Background: an optimization exercise with open tools, aiming at small area and a short achievable clock period. Do not read the settings as production practice.

==> run a <==
## ALU2
module ALU2 (
    input  logic clk,
    input  logic reset,
    input  logic [31:0] A, B,
    input  logic [3:0] op,
    output logic [31:0] Y
);
clock: 75.0 ns
lec_check: 0
abc_area: 1
cap_margin: 20
core_margin: 2
core_utilization: 55
place_density: 0.7
slew_margin: 20
synth_hierarchical: 1
synth_minimum_keep_size: 0
standard.sh (not shown) runs the stock make flow with config.mk's settings and CLKGATE_MAP_FILE= SYNTH_SCRIPT=/design/flow/synth_recipe.tcl, a recipe that flattens the netlist after the stock synthesis.
==> flow/flow/run.sh <==
#!/bin/bash
set -euo pipefail
R=$PWD/orfs/results/sky130hd/ALU2/base
bash standard.sh $R/1_2_yosys.v > synth_flow.log 2>&1
python3 flow/ha2xor.py $R/1_2_yosys.v > ha2xor.log 2>&1
bash standard.sh SETUP_SLACK_MARGIN=46 finish > layout_flow.log 2>&1
==> flow/flow/ha2xor.py <==
#!/usr/bin/env python3
"""Replace each sky130 half adder whose carry output drives nothing with an
XOR2 cell (same function on the used output, a third less area).
usage: ha2xor.py NETLIST.v   (edited in place)"""
import re, sys
p = sys.argv[1]
t = open(p).read()
inst = re.compile(r'(  sky130_fd_sc_hd__ha_1 (\S+) \(\n\s*\.A\(([^)]*)\),\n\s*\.B\(([^)]*)\),\n\s*\.COUT\(([^)]*)\),\n\s*\.SUM\(([^)]*)\)\n\s*\);)')
# count every use of every net name in pin connections / assigns
uses = {}
for m in re.finditer(r'\.\w+\(([^()]*)\)', t):
    n = m.group(1).strip()
    uses[n] = uses.get(n, 0) + 1
for m in re.finditer(r'assign\s+([^=]+)=([^;]+);', t):
    for n in re.findall(r'[\\\w$.\[\]:]+ ?', m.group(0)):
        n = n.strip()
        uses[n] = uses.get(n, 0) + 1
cnt = 0
def rep(m):
    global cnt
    whole, name, a, b, co, s = m.groups()
    co = co.strip()
    if co == '' or uses.get(co, 0) <= 1:
        cnt += 1
        return f"  sky130_fd_sc_hd__xor2_1 {name} (\n    .A({a}),\n    .B({b}),\n    .X({s})\n  );"
    return whole
t2 = inst.sub(rep, t)
open(p, 'w').write(t2)
print(f"ha2xor: replaced {cnt} half adders")
==> run b (differences from run a) <==
--- a/flow/design.v
+++ b/flow/design.v
@@ -3,15 +3,12 @@
     assign co = (a & b) | (a & c) | (b & c);
 endmodule
 module HA (input logic a, b, output logic s, co);
     assign s  = a ^ b;
     assign co = a & b;
 endmodule
-module XOR2 (input logic a, b, output logic y);
-    assign y = a ^ b;
-endmodule
 module NOR2 (input logic a, b, output logic y);
     assign y = ~(a | b);
 endmodule
 module ALU2 (
     input  logic clk,
     input  logic reset,
@@ -8846,52 +8843,83 @@
     wire m_s462, m_c462;
     FA m_fa462 (.a(m_s460), .b(m_c431), .c(m_s461), .s(m_s462), .co(m_c462));
     wire m_s463, m_c463;
     FA m_fa463 (.a(m_c432), .b(m_s462), .c(m_c433), .s(m_s463), .co(m_c463));
     wire m_s464, m_c464;
     HA m_ha464 (.a(m_c434), .b(m_s463), .s(m_s464), .co(m_c464));
-    wire m_s465 = m_pp0_31 ^ m_pp10_21 ^ m_pp11_20;
-    wire m_s466 = m_pp12_19 ^ m_pp13_18 ^ m_pp14_17;
-    wire m_s467 = m_pp15_16 ^ m_pp16_15 ^ m_pp17_14;
-    wire m_s468 = m_pp18_13 ^ m_pp19_12 ^ m_pp1_30;
-    wire m_s469 = m_pp20_11 ^ m_pp21_10 ^ m_pp22_9;
-    wire m_s470 = m_pp23_8 ^ m_pp24_7 ^ m_pp25_6;
-    wire m_s471 = m_pp26_5 ^ m_pp27_4 ^ m_pp28_3;
-    wire m_s472 = m_pp29_2 ^ m_pp2_29 ^ m_pp30_1;
-    wire m_s473 = m_pp31_0 ^ m_pp3_28 ^ m_pp4_27;
-    wire m_s474 = m_pp5_26 ^ m_pp6_25 ^ m_pp7_24;
-    wire m_s475 = m_pp8_23 ^ m_pp9_22 ^ m_c435;
-    wire m_s476 = m_c436 ^ m_c437 ^ m_c438;
-    wire m_s477 = m_c439 ^ m_c440 ^ m_c441;
-    wire m_s478 = m_c442 ^ m_c443 ^ m_c444;
-    wire m_s479 = m_s465 ^ m_s466 ^ m_s467;
-    wire m_s480 = m_s468 ^ m_s469 ^ m_s470;
-    wire m_s481 = m_s471 ^ m_s472 ^ m_s473;
-    wire m_s482 = m_s474 ^ m_c445 ^ m_c446;
-    wire m_s483 = m_c447 ^ m_c448 ^ m_c449;
-    wire m_s484 = m_c450 ^ m_c451 ^ m_s475;
-    wire m_s485 = m_s476 ^ m_s477 ^ m_s478;
-    wire m_s486 = m_s479 ^ m_s480 ^ m_s481;
-    wire m_s487 = m_c452 ^ m_c453 ^ m_c454;
-    wire m_s488 = m_s482 ^ m_c455 ^ m_s483;
-    wire m_s489 = m_s484 ^ m_s485 ^ m_s486;
-    wire m_s490 = m_c456 ^ m_c457 ^ m_s487;
-    wire m_s491 = m_c458 ^ m_s488 ^ m_s489;
-    wire m_s492 = m_c459 ^ m_s490 ^ m_c460;
-    wire m_s493 = m_s491 ^ m_c461 ^ m_s492;
-    wire m_s494 = m_c462 ^ m_s493 ^ m_c463;
-    wire m_s495 = m_c464 ^ m_s494;
+    wire m_s465;
+    FA m_fa465 (.a(m_pp0_31), .b(m_pp10_21), .c(m_pp11_20), .s(m_s465), .co());
+    wire m_s466;
+    FA m_fa466 (.a(m_pp12_19), .b(m_pp13_18), .c(m_pp14_17), .s(m_s466), .co());
+    wire m_s467;
+    FA m_fa467 (.a(m_pp15_16), .b(m_pp16_15), .c(m_pp17_14), .s(m_s467), .co());
+    wire m_s468;
+    FA m_fa468 (.a(m_pp18_13), .b(m_pp19_12), .c(m_pp1_30), .s(m_s468), .co());
+    wire m_s469;
+    FA m_fa469 (.a(m_pp20_11), .b(m_pp21_10), .c(m_pp22_9), .s(m_s469), .co());
+    wire m_s470;
+    FA m_fa470 (.a(m_pp23_8), .b(m_pp24_7), .c(m_pp25_6), .s(m_s470), .co());
+    wire m_s471;
+    FA m_fa471 (.a(m_pp26_5), .b(m_pp27_4), .c(m_pp28_3), .s(m_s471), .co());
+    wire m_s472;
+    FA m_fa472 (.a(m_pp29_2), .b(m_pp2_29), .c(m_pp30_1), .s(m_s472), .co());
+    wire m_s473;
+    FA m_fa473 (.a(m_pp31_0), .b(m_pp3_28), .c(m_pp4_27), .s(m_s473), .co());
+    wire m_s474;
+    FA m_fa474 (.a(m_pp5_26), .b(m_pp6_25), .c(m_pp7_24), .s(m_s474), .co());
+    wire m_s475;
+    FA m_fa475 (.a(m_pp8_23), .b(m_pp9_22), .c(m_c435), .s(m_s475), .co());
+    wire m_s476;
+    FA m_fa476 (.a(m_c436), .b(m_c437), .c(m_c438), .s(m_s476), .co());
+    wire m_s477;
+    FA m_fa477 (.a(m_c439), .b(m_c440), .c(m_c441), .s(m_s477), .co());
+    wire m_s478;
+    FA m_fa478 (.a(m_c442), .b(m_c443), .c(m_c444), .s(m_s478), .co());
+    wire m_s479;
+    FA m_fa479 (.a(m_s465), .b(m_s466), .c(m_s467), .s(m_s479), .co());
+    wire m_s480;
+    FA m_fa480 (.a(m_s468), .b(m_s469), .c(m_s470), .s(m_s480), .co());
+    wire m_s481;
+    FA m_fa481 (.a(m_s471), .b(m_s472), .c(m_s473), .s(m_s481), .co());
+    wire m_s482;
+    FA m_fa482 (.a(m_s474), .b(m_c445), .c(m_c446), .s(m_s482), .co());
+    wire m_s483;
+    FA m_fa483 (.a(m_c447), .b(m_c448), .c(m_c449), .s(m_s483), .co());
+    wire m_s484;
+    FA m_fa484 (.a(m_c450), .b(m_c451), .c(m_s475), .s(m_s484), .co());
+    wire m_s485;
+    FA m_fa485 (.a(m_s476), .b(m_s477), .c(m_s478), .s(m_s485), .co());
+    wire m_s486;
+    FA m_fa486 (.a(m_s479), .b(m_s480), .c(m_s481), .s(m_s486), .co());
+    wire m_s487;
+    FA m_fa487 (.a(m_c452), .b(m_c453), .c(m_c454), .s(m_s487), .co());
+    wire m_s488;
+    FA m_fa488 (.a(m_s482), .b(m_c455), .c(m_s483), .s(m_s488), .co());
+    wire m_s489;
+    FA m_fa489 (.a(m_s484), .b(m_s485), .c(m_s486), .s(m_s489), .co());
+    wire m_s490;
+    FA m_fa490 (.a(m_c456), .b(m_c457), .c(m_s487), .s(m_s490), .co());
+    wire m_s491;
+    FA m_fa491 (.a(m_c458), .b(m_s488), .c(m_s489), .s(m_s491), .co());
+    wire m_s492;
+    FA m_fa492 (.a(m_c459), .b(m_s490), .c(m_c460), .s(m_s492), .co());
+    wire m_s493;
+    FA m_fa493 (.a(m_s491), .b(m_c461), .c(m_s492), .s(m_s493), .co());
+    wire m_s494;
+    FA m_fa494 (.a(m_c462), .b(m_s493), .c(m_c463), .s(m_s494), .co());
+    wire m_s495;
+    HA m_ha495 (.a(m_c464), .b(m_s494), .s(m_s495), .co());
     wire [31:0] prod = {m_s495, m_s464, m_s434, m_s405, m_s377, m_s350, m_s324, m_s299, m_s275, m_s252, m_s230, m_s209, m_s189, m_s170, m_s152, m_s135, m_s119, m_s104, m_s90, m_s77, m_s65, m_s54, m_s44, m_s35, m_s27, m_s20, m_s14, m_s9, m_s5, m_s2, m_s0, m_pp0_0};
     wire sub = (op == 4'd1);
     wire [32:0] ac;
     wire [31:0] asum;
     assign ac[0] = sub;
     genvar i;
     generate for (i = 0; i < 32; i++) begin : add
         wire bb;
-        XOR2 xb (.a(regB[i]), .b(sub), .y(bb));
+        HA xb (.a(regB[i]), .b(sub), .s(bb), .co());
         FA fa (.a(regA[i]), .b(bb), .c(ac[i]), .s(asum[i]), .co(ac[i+1]));
     end endgenerate
     wire left = (op == 4'd8);
     wire big = |regB[31:5];
     wire [31:0] sh_in, sh_out, sh_rev;
     generate for (i = 0; i < 32; i++) begin : rev
==> flow/flow/run.sh (replaced) <==
#!/bin/bash
set -euo pipefail
R=$PWD/orfs/results/sky130hd/ALU2/base
bash standard.sh $R/1_2_yosys.v > synth_flow.log 2>&1
python3 flow/ha2xor.py $R/1_2_yosys.v > ha2xor.log 2>&1
bash standard.sh "BUFFER_PORTS_ARGS=-buffer_cell sky130_fd_sc_hd__buf_1" SETUP_SLACK_MARGIN=43 finish > layout_flow.log 2>&1
Settings changed: CORE_UTILIZATION 55 to 65, PLACE_DENSITY 0.7 to 0.75.
==> reports/metrics.cfg <==
[status]
status = timing/DRC/antenna clean

[floorplan]
start_util_pct = 65.6

[cells_and_area]
inv_count = 1082
fillerInstances = 8233
fin_area_sq_um = 67800

[setup_path]
critPathArrivalTime_ns = 31.80

[drt]
wl_per_cell_microns = 24.7

[placed_design]
pre_cts_ws_ns = 39.75

The numbers above come from run b.

==> reports/metrics.cfg <==
[status]
status = timing/DRC/antenna clean

[floorplan]
start_util_pct = 55.6
taps = 1512

[cells_and_area]
layout_commonest_cell = nand2_1
fillerInstances = 10400
design.seq.count = 161
inv_count = 1159

[drt]
wl_per_cell_microns = 24.3

The numbers above come from run a.

No run of this note included a check of the RTL's function; only the layout flow was run.

afterwards: timing with drivers on the ports:
No port has a modelled driver above. Below, the same layouts with a new extraction and two added sets of constraints. Step 1 sets driving cells, clkbuf_16 on the clock port and buf_2 on the other inputs (assumed; they add their load-dependent delay and slew). Step 2 also shifts input and output timing later by t, the mid clock arrival at the registers, as if the neighbouring blocks saw the same clock. Slacks: ideal ports / drivers / drivers and shift; pairs: ideal ports / drivers.
run	shift t [ns]	slack for setup (ns)	worst register clock-pin slew, ns	worst slew at a driven data input, ns	cell pins on the clock port's net
run a	0.604	44.667 / 44.660 / 44.056	0.09 / 0.09	0.15	1
run b	0.603	43.616 / 43.621 / 43.019	0.11 / 0.11	0.23	1
After both steps every run listed still meets setup and hold. The setup slack of run a, which loses most, moves by -0.007 ns with the drivers and by -0.611 ns with both steps.
